Context: an optimization exercise on an open-source flow, tuned for small area. The choices shown serve that exercise and are no tape-out recipe. Only simulation tests tie the RTL to the original design; equivalence was not proved. No activity file was given, so power comes from the tool's default toggle rates. The clock port is modelled as an ideal driver; clocking choices that lean on that would not hold on a real chip.

== run 1 ==
==> flow/design.v <==
`timescale 1ns / 1ns
module counter(
	reset,
	count,
	next
);
input reset;
input [5:0] count;
output [5:0] next;
assign next = reset ? 6'd0 : count + 6'd1;
endmodule
`timescale 1ns / 1ns
module sobel(
	pa,
	na,
	pb,
	nb,
	code
);
input  [9:0] pa, na, pb, nb;
output [7:0] code;
wire [6:0] alo, blo;	 
wire sa, sb;		 
wire wa, wb;		 
diff Da(.p(pa), .n(na), .lo(alo), .sign(sa), .wide(wa));
diff Db(.p(pb), .n(nb), .lo(blo), .sign(sb), .wide(wb));
wire ge, cy;
ripple_carry #(6) Cge(.a(alo[6:1]), .b(~blo[6:1]), .ci(alo[0] | ~blo[0]), .co(ge));
ripple_carry #(6) Ccy(.a(alo[6:1]), .b(blo[6:1]), .ci(alo[0] & blo[0]), .co(cy));
wire a_big = sa ^ ((sa ^ sb) ? cy : ge);
wire s = a_big ? sa : sb;
wire sat = wa | wb;
genvar i;
generate for (i = 0; i < 7; i = i + 1) begin : mag
	code_bit M(.a(alo[i]), .b(blo[i]), .a_big(a_big), .sat(sat), .m(code[i+1]));
end endgenerate
assign code[0] = s | sat;
endmodule
module code_bit(
	a,
	b,
	a_big,
	sat,
	m
);
input a, b, a_big, sat;
output m;
assign m = (a_big ? a : b) & ~sat;
endmodule
module diff(
	p,
	n,
	lo,
	sign,
	wide
);
input [9:0] p, n;
output [6:0] lo;
output sign, wide;
wire c7;
assign lo[0] = p[0] ^ n[0];
ripple_add #(6) Lo(.a(p[6:1]), .b(~n[6:1]), .ci(p[0] | ~n[0]), .s(lo[6:1]), .co(c7));
wire [3:0] d = {1'b0, p[9:7]} - {1'b0, n[9:7]};
wire lt = d[3];				 
wire le = d[3] | ~|d[2:0];		 
wire m10 = &d | ~|d;			 
wire z1 = ~d[3] & ~|d[2:1];		 
assign sign = c7 ? lt : le;
assign wide = c7 ? ~m10 : ~z1;
endmodule
module fa(
	a,
	b,
	c,
	s,
	co
);
input a, b, c;
output s, co;
assign {co, s} = a + b + c;
endmodule
module ha(
	a,
	b,
	s,
	co
);
input a, b;
output s, co;
assign {co, s} = a + b;
endmodule
module carry(
	a,
	b,
	c,
	co
);
input a, b, c;
output co;
assign co = (a & b) | (a & c) | (b & c);
endmodule
module ripple_add #(parameter N = 8) (
	input [N-1:0] a,
	input [N-1:0] b,
	input ci,
	output [N-1:0] s,
	output co
);
wire [N:0] c;
assign c[0] = ci;
genvar i;
generate for (i = 0; i < N; i = i + 1) begin : add
	fa F(.a(a[i]), .b(b[i]), .c(c[i]), .s(s[i]), .co(c[i+1]));
end endgenerate
assign co = c[N];
endmodule
module ripple_carry #(parameter N = 8) (
	input [N-1:0] a,
	input [N-1:0] b,
	input ci,
	output co
);
wire [N:0] c;
assign c[0] = ci;
genvar i;
generate for (i = 0; i < N; i = i + 1) begin : add
	carry C(.a(a[i]), .b(b[i]), .c(c[i]), .co(c[i+1]));
end endgenerate
assign co = c[N];
endmodule
module sobel_decode(
	code,
	out
);
input [7:0] code;
output [7:0] out;
wire [6:0] m = code[7:1];
wire s = code[0];
wire [6:0] lower;	 
assign lower[0] = 1'b0;
genvar i;
generate for (i = 1; i < 7; i = i + 1) begin : low
	assign lower[i] = lower[i-1] | m[i-1];
end endgenerate
wire sat = s & ~(lower[6] | m[6]);	 
generate for (i = 0; i < 7; i = i + 1) begin : bits
	decode_bit D(.m(m[i]), .flip(s & lower[i]), .sat(sat), .y(out[i+1]));
end endgenerate
assign out[0] = sat;
endmodule
module decode_bit(
	m,
	flip,
	sat,
	y
);
input m, flip, sat;
output y;
assign y = (m ^ flip) | sat;
endmodule
`timescale 1ns / 1ns
module Top(
	clk,
	data_in,
	data_out,
	element,
	outmatrix
);
input clk, data_in, data_out;
input [7:0] element;
output reg [7:0] outmatrix;
reg loading;		 
reg [5:0] Wadr;		 
reg [5:0] Radr;		 
wire [5:0] Wadr_next, Radr_next;
counter countin(
	.reset(!loading),
	.count(Wadr),
	.next(Wadr_next)
);
counter countout(
	.reset(!data_out),
	.count(Radr),
	.next(Radr_next)
);
always @(posedge clk) begin
	loading <= data_in;
	Wadr <= Wadr_next;
	Radr <= Radr_next;
end
reg [71:0] px;
reg [99:0] qs;
wire [7:0] px1 = px[7:0], px8 = px[63:56], px9 = px[71:64];
wire [7:0] s1, c1;	 
wire [8:0] s2;
wire [7:0] c2;		 
wire [9:0] k;		 
wire [9:0] q0;
genvar i, r, b;
generate for (i = 0; i < 8; i = i + 1) begin : csa
	fa F1(.a(px1[i]), .b(px8[i]), .c(px9[i]), .s(s1[i]), .co(c1[i]));
	if (i > 0)
		fa F2(.a(s1[i]), .b(c1[i-1]), .c(element[i]), .s(s2[i]), .co(c2[i]));
	else
		ha H2(.a(s1[0]), .b(element[0]), .s(s2[0]), .co(c2[0]));
end endgenerate
assign s2[8] = c1[7];
assign q0[0] = s2[0];
ha H(.a(s2[1]), .b(c2[0]), .s(q0[1]), .co(k[2]));
generate for (i = 2; i < 9; i = i + 1) begin : add
	fa F(.a(s2[i]), .b(c2[i-1]), .c(k[i]), .s(q0[i]), .co(k[i+1]));
end endgenerate
assign q0[9] = k[9];
always @(posedge clk) begin
	px <= {px[63:0], element};
	qs <= {qs[89:0], q0};
end
wire [7:0] code;
sobel Sobel(
	.pa(qs[89:80]),
	.na(qs[19:10]),
	.pb(qs[9:0]),
	.nb(qs[99:90]),
	.code(code)
);
wire ins = loading & (|Wadr[5:4]) & (|Wadr[2:1]);
wire [2:0] wrow = Wadr[5:3];
reg [287:0] ring;
generate for (r = 0; r < 6; r = r + 1) begin : rows
	wire put = ins & (wrow == r + 2);
	wire keep = ~put;
	wire [7:0] head;
	for (b = 0; b < 8; b = b + 1) begin : hb
		ao22 H(.a1(put), .a2(code[b]), .b1(keep), .b2(ring[48*r+40+b]), .y(head[b]));
	end
	always @(posedge clk)
		ring[48*r +: 48] <= {ring[48*r +: 40], head};
end endgenerate
reg [2:0] ph, burst_ph;
wire [2:0] ph_next = data_in ? 3'd5 : (ph == 3'd5) ? 3'd0 : ph + 3'd1;
always @(posedge clk) begin
	ph <= ph_next;
	if (!data_out)
		burst_ph <= ph_next;
end
wire [2:0] rrow = Radr[5:3];
wire [2:0] rcol = Radr[2:0];
wire inner_col = (rcol != 3'd0) & (rcol != 3'd7);
wire [5:0] sel_pos, sel_row;
generate for (i = 0; i < 6; i = i + 1) begin : dec
	assign sel_pos[i] = burst_ph == i;
	assign sel_row[i] = inner_col & (rrow == i + 1);
end endgenerate
wire [7:0] rd;
generate for (b = 0; b < 8; b = b + 1) begin : rdbit
	wire [5:0] at_row;
	for (r = 0; r < 6; r = r + 1) begin : row
		sel6 Pos(
			.s(sel_pos),
			.d({ring[48*r+40+b], ring[48*r+32+b], ring[48*r+24+b],
			    ring[48*r+16+b], ring[48*r+8+b], ring[48*r+b]}),
			.y(at_row[r])
		);
	end
	sel6 Row(.s(sel_row), .d(at_row), .y(rd[b]));
end endgenerate
wire [7:0] result;
sobel_decode Dec(
	.code(rd),
	.out(result)
);
always @(posedge clk)
	if (data_out)
		outmatrix <= result;
endmodule
module ao22(
	a1,
	a2,
	b1,
	b2,
	y
);
input a1, a2, b1, b2;
output y;
assign y = (a1 & a2) | (b1 & b2);
endmodule
module sel6(
	s,
	d,
	y
);
input [5:0] s, d;
output y;
wire n0, n1;
sel3n Lo(.s(s[2:0]), .d(d[2:0]), .y(n0));
sel3n Hi(.s(s[5:3]), .d(d[5:3]), .y(n1));
assign y = ~(n0 & n1);
endmodule
module sel3n(
	s,
	d,
	y
);
input [2:0] s, d;
output y;
assign y = ~|(s & d);
endmodule
==> flow/config.mk <==
export PLATFORM = sky130hd
export DESIGN_NAME = Top
export DESIGN_NICKNAME = Top
export VERILOG_FILES = /design/flow/design.v
export SDC_FILE = /design/flow/constraint.sdc
export NUM_CORES = 4
export LEC_CHECK = 0
export CAP_MARGIN = 20
export CORE_MARGIN = 2
export CORE_UTILIZATION = 70
export CTS_BUF_LIST = sky130_fd_sc_hd__clkbuf_16
export CTS_CLUSTER_DIAMETER = 120
export CTS_CLUSTER_SIZE = 32
export PLACE_DENSITY = 0.85
export SLEW_MARGIN = 20
export SYNTH_HIERARCHICAL = 1
==> flow/constraint.sdc <==
create_clock -name core_clock -period 6.0 [get_ports {clk}]
set_input_delay 1.2000 -clock core_clock [delete_from_list [all_inputs] [get_ports {clk}]]
set_output_delay 1.2000 -clock core_clock [all_outputs]
set_load 0.01 [all_outputs]
run.sh (not shown) runs the stock make flow with config.mk's settings and CLKGATE_MAP_FILE= SYNTH_SCRIPT=/design/flow/synth_recipe.tcl, a recipe that flattens the netlist after the stock synthesis.
Run 1: full flow OK, the timing, DRC and antenna checks passed
Setup changes, run 1 to run 2
- a deleted PLACE_DENSITY that had been 0.85
- a change of CORE_UTILIZATION from 70 to 78
--- outcome ---
- Of the two candidates, run 1 has the worse worst hold slack across all endpoints and run 2 the better one.
- Share of power burned in the clock network (higher): run 1
- On run 2: delay of the slowest cell on the worst path is 0.22 ns higher than what run 1 gave.
- Against run 1, run 2 reports a clock period minus worst slack that is higher.
- Summary: worst setup slack, run 2 worse than run 1
- Run 2 vs run 1 — total power climbed by a few percent
- Design area sits lower in run 2 than in run 1.
- Cmp run 1 and run 2 / number of buffers other than clock buffers in the final layout / lower: run 1
- There was hardly any difference in area taken by multi-input logic gates between run 2 and run 1.
- The area growth from synthesis to layout in run 2 was lower than what run 1 gave.
- No stage failed in run 2, and the final checks on the layout all came back clean.
- The final reports for run 2 and run 1 show wire length of the first global-routing pass higher in the former.
Modified inputs, run 3 compared to run 2
- a change of CORE_UTILIZATION from 78 to 70
==> flow/flow/run.sh (new file) <==
#!/bin/bash
# The standard layout with three changes that only pick smaller cells:
# - the port buffers that global placement inserts are the smallest buffer
#   cell instead of the default delay buffer (every input and output port
#   still gets its own buffer);
# - the clock tree's root and inner buffers are clkbuf_8 (its leaf buffers
#   stay clkbuf_16, as config.mk's CTS_BUF_LIST gives);
# - clock tree synthesis adds no dummy loads;
# - after global routing, gates off the critical paths are sized down
#   (ORFS's power recovery, RECOVER_POWER).
set -euo pipefail
export BUFFER_PORTS_ARGS="-buffer_cell sky130_fd_sc_hd__buf_1"
export CTS_ARGS="-sink_clustering_enable -repair_clock_nets -sink_clustering_size 32 -sink_clustering_max_diameter 120 -buf_list sky130_fd_sc_hd__clkbuf_16 -root_buf sky130_fd_sc_hd__clkbuf_8 -tree_buf sky130_fd_sc_hd__clkbuf_8 -dont_use_dummy_load"
export RECOVER_POWER=100
bash standard.sh > standard.log 2>&1
==> flow/standard.sh (new file) <==
#!/bin/bash
# synth_recipe.tcl (not shown) runs the flow's synth.tcl, then flattens the netlist and writes it again
# the make line also repeats each setting of config.mk as NAME=value (left out here)
make -C /OpenROAD-flow-scripts/flow DESIGN_CONFIG=/design/flow/config.mk WORK_HOME=/design/flow/orfs CLKGATE_MAP_FILE= SYNTH_SCRIPT=/design/flow/synth_recipe.tcl "${@:-finish}"
removed: flow/run.sh
[summary]
- What the final checks of run 3 revealed, after a flow that finished every stage, was a layout that fails on max-capacitance violations, max-slew violations.
- Changes observed in run 3 relative to run 2: wire length of the first global-routing pass down 4.8%; flip-flop and latch count flat; sequential power flat; final max-slew violation count up 49; clock network fraction of design power down 0.3 points.
- Run 2 -> run 3: cell area decreased slightly
- Compared run 2 against run 3; depth of the worst hold-timing path within noise.
- Side by side, total power after layout turned out lower in run 3 than in run 2.
- Run 3 ended up with a lower overall global routing resource usage than run 2 did.

[separate check: timing with driven ports]
Ports are ideal in the flow. The routed layouts listed here were re-timed in OpenROAD.
Step 1: set_driving_cell puts a clkbuf_16 on clk and a buf_2 on each other input, an assumption about the parent block.
Step 2 times the ports against the registers' clock, not the clock port: input delays grow and output delays shrink by t, the midpoint of the rising clock arrivals with the driver on.
a / b / c = ideal / step 1 / step 2; a / b = the first two.
| run | t, ns | setup WS [ns] | worst setup path after step 2 | cell pins on the clock port's net |
|---|---|---|---|---|
| run 1 | 0.571 | 0.489 / 0.489 / 0.489 | register to register | 1 |
| run 2 | 0.563 | 0.077 / 0.077 / 0.077 | register to register | 1 |
| run 3 | 0.609 | 0.616 / 0.616 / 0.616 | register to register | 1 |
